Source: an optimization exercise on an open RTL-to-GDS flow (aim: small area). Production flows keep margins and buffers that such runs may drop. The RTL was checked by simulation tests, not by an equivalence proof against the original design.

wip/harbor:
// ppu
module ppu(
	input wire clk,
	input wire rst,
	input wire sync,
	input wire [2:0] mode,
	input wire [7:0] data_i,
	input wire stb_i,
	output reg ack_i,
	output reg [7:0] data_o,
	output reg stb_o,
	input wire ack_o
);
Settings: LEC_CHECK=0, ABC_AREA=1, CAP_MARGIN=20, CORE_MARGIN=2, CORE_UTILIZATION=40, SLEW_MARGIN=20; clock period 40.0 ns.
standard.sh (not shown) runs the stock make flow with config.mk's settings and CLKGATE_MAP_FILE= SYNTH_SCRIPT=/design/flow/synth_recipe.tcl, a recipe that flattens the netlist after the stock synthesis.
==> flow/flow/run.sh <==
#!/bin/bash
# Standard ORFS layout, with two changes: port buffers use the smallest
# buffer cell, and clock tree synthesis adds no dummy loads.
set -euo pipefail
export BUFFER_PORTS_ARGS="-buffer_cell sky130_fd_sc_hd__buf_1"
export CTS_ARGS="-sink_clustering_enable -repair_clock_nets -dont_use_dummy_load -buf_list sky130_fd_sc_hd__clkbuf_16 -sink_clustering_size 70 -sink_clustering_max_diameter 500"
bash standard.sh > standard.log 2>&1
## Diff of input files: wip/cedar against wip/harbor
- setting CTS_BUF_LIST to sky130_fd_sc_hd__clkbuf_8 for the first time
- removing ABC_AREA (formerly 1)
==> flow/run.sh (new file) <==
#!/bin/bash
# synth_recipe.tcl (not shown) runs the flow's synth.tcl, then flattens the netlist and writes it again
# the make line also repeats each setting of config.mk as NAME=value (left out here)
make -C /OpenROAD-flow-scripts/flow DESIGN_CONFIG=/design/flow/config.mk WORK_HOME=/design/flow/orfs CLKGATE_MAP_FILE= SYNTH_SCRIPT=/design/flow/synth_recipe.tcl finish
removed: flow/flow/run.sh
removed: flow/standard.sh
### Flow results
Against wip/harbor, wip/cedar comes in 0.58 points lower on fraction of area in clock buffers and inverters. [wip/cedar] wire length after detailed routing rose about 4% relative to wip/harbor. Compared wip/cedar vs wip/harbor, and register share of the cell area is down in wip/cedar.
Input-level comparison between wip/yarrow and wip/cedar:
- an added ABC_AREA of 1
- a deleted CTS_BUF_LIST that had been sky130_fd_sc_hd__clkbuf_8
==> flow/flow/run.sh (new file) <==
#!/bin/bash
# Standard ORFS layout, with two changes: port buffers use the smallest
# buffer cell, and clock tree synthesis adds no dummy loads.
set -euo pipefail
export BUFFER_PORTS_ARGS="-buffer_cell sky130_fd_sc_hd__buf_1"
export CTS_ARGS="-sink_clustering_enable -repair_clock_nets -dont_use_dummy_load -buf_list sky130_fd_sc_hd__clkbuf_8"
bash standard.sh > standard.log 2>&1
==> flow/standard.sh (new file) <==
#!/bin/bash
# synth_recipe.tcl (not shown) runs the flow's synth.tcl, then flattens the netlist and writes it again
# the make line also repeats each setting of config.mk as NAME=value (left out here)
make -C /OpenROAD-flow-scripts/flow DESIGN_CONFIG=/design/flow/config.mk WORK_HOME=/design/flow/orfs CLKGATE_MAP_FILE= SYNTH_SCRIPT=/design/flow/synth_recipe.tcl "${@:-finish}"
removed: flow/run.sh
==> comparison <==
For the cell count, wip/yarrow came in 143 higher than wip/cedar did. wip/yarrow did not stop at any stage, and its layout met the timing, DRC and antenna checks. Comparing the two runs side by side, wip/yarrow comes out behind wip/cedar on post-route clock skew. Higher post-synthesis instance area goes to wip/cedar over wip/yarrow.
Changes in wip/pepper relative to wip/yarrow:
- removing ABC_AREA (formerly 1)
==> flow/run.sh (new file) <==
#!/bin/bash
# synth_recipe.tcl (not shown) runs the flow's synth.tcl, then flattens the netlist and writes it again
# the make line also repeats each setting of config.mk as NAME=value (left out here)
make -C /OpenROAD-flow-scripts/flow DESIGN_CONFIG=/design/flow/config.mk WORK_HOME=/design/flow/orfs CLKGATE_MAP_FILE= SYNTH_SCRIPT=/design/flow/synth_recipe.tcl finish
removed: flow/flow/run.sh
removed: flow/standard.sh
==> comparison <==
Between wip/yarrow and wip/pepper, overall die area increased. Going from wip/yarrow to wip/pepper, the clock latency reported for the late side of the worst-skew pair was found to have gone down by 0.02 ns. Setup slack after layout (wip/pepper over wip/yarrow): decrease, 0.75 ns. | multiplexer area fraction after synthesis | wip/pepper vs wip/yarrow | 6.9 points higher |. wip/pepper ends up with higher cell area than wip/yarrow does. Relative to wip/yarrow, wip/pepper degrades pre-CTS setup slack.

[what the ideal ports hide]
No port has a modelled driver above. Below, the same layouts with a new extraction and two added sets of constraints. Step 1: set_driving_cell puts a clkbuf_16 on clk and a buf_2 on each other input, an assumption about the parent block. Step 2 moves the port delays by t, midway between the first and last clock arrival at a register: inputs arrive t later, outputs are due t later. That takes back most of the time a late clock gives input paths. Three values: ideal, step 1, step 2; two values: the first two.
run	shift t [ns]	setup slack, ns	worst register clock-pin slew, ns	worst data-port slew with drivers (ns)	cell pins on the clock port's net
wip/harbor	0.362	23.115 / 23.129 / 22.767	0.06 / 0.06	0.03	1
wip/cedar	0.376	22.396 / 22.397 / 22.022	0.09 / 0.09	0.04	1
wip/yarrow	0.370	23.093 / 23.100 / 22.730	0.09 / 0.09	0.04	1
wip/pepper	0.369	22.344 / 22.352 / 21.983	0.07 / 0.07	0.04	1
After both steps every run listed still meets setup and hold. For wip/cedar, which loses most, drivers alone change the setup slack by +0.001 ns; drivers and shift together by -0.374 ns.
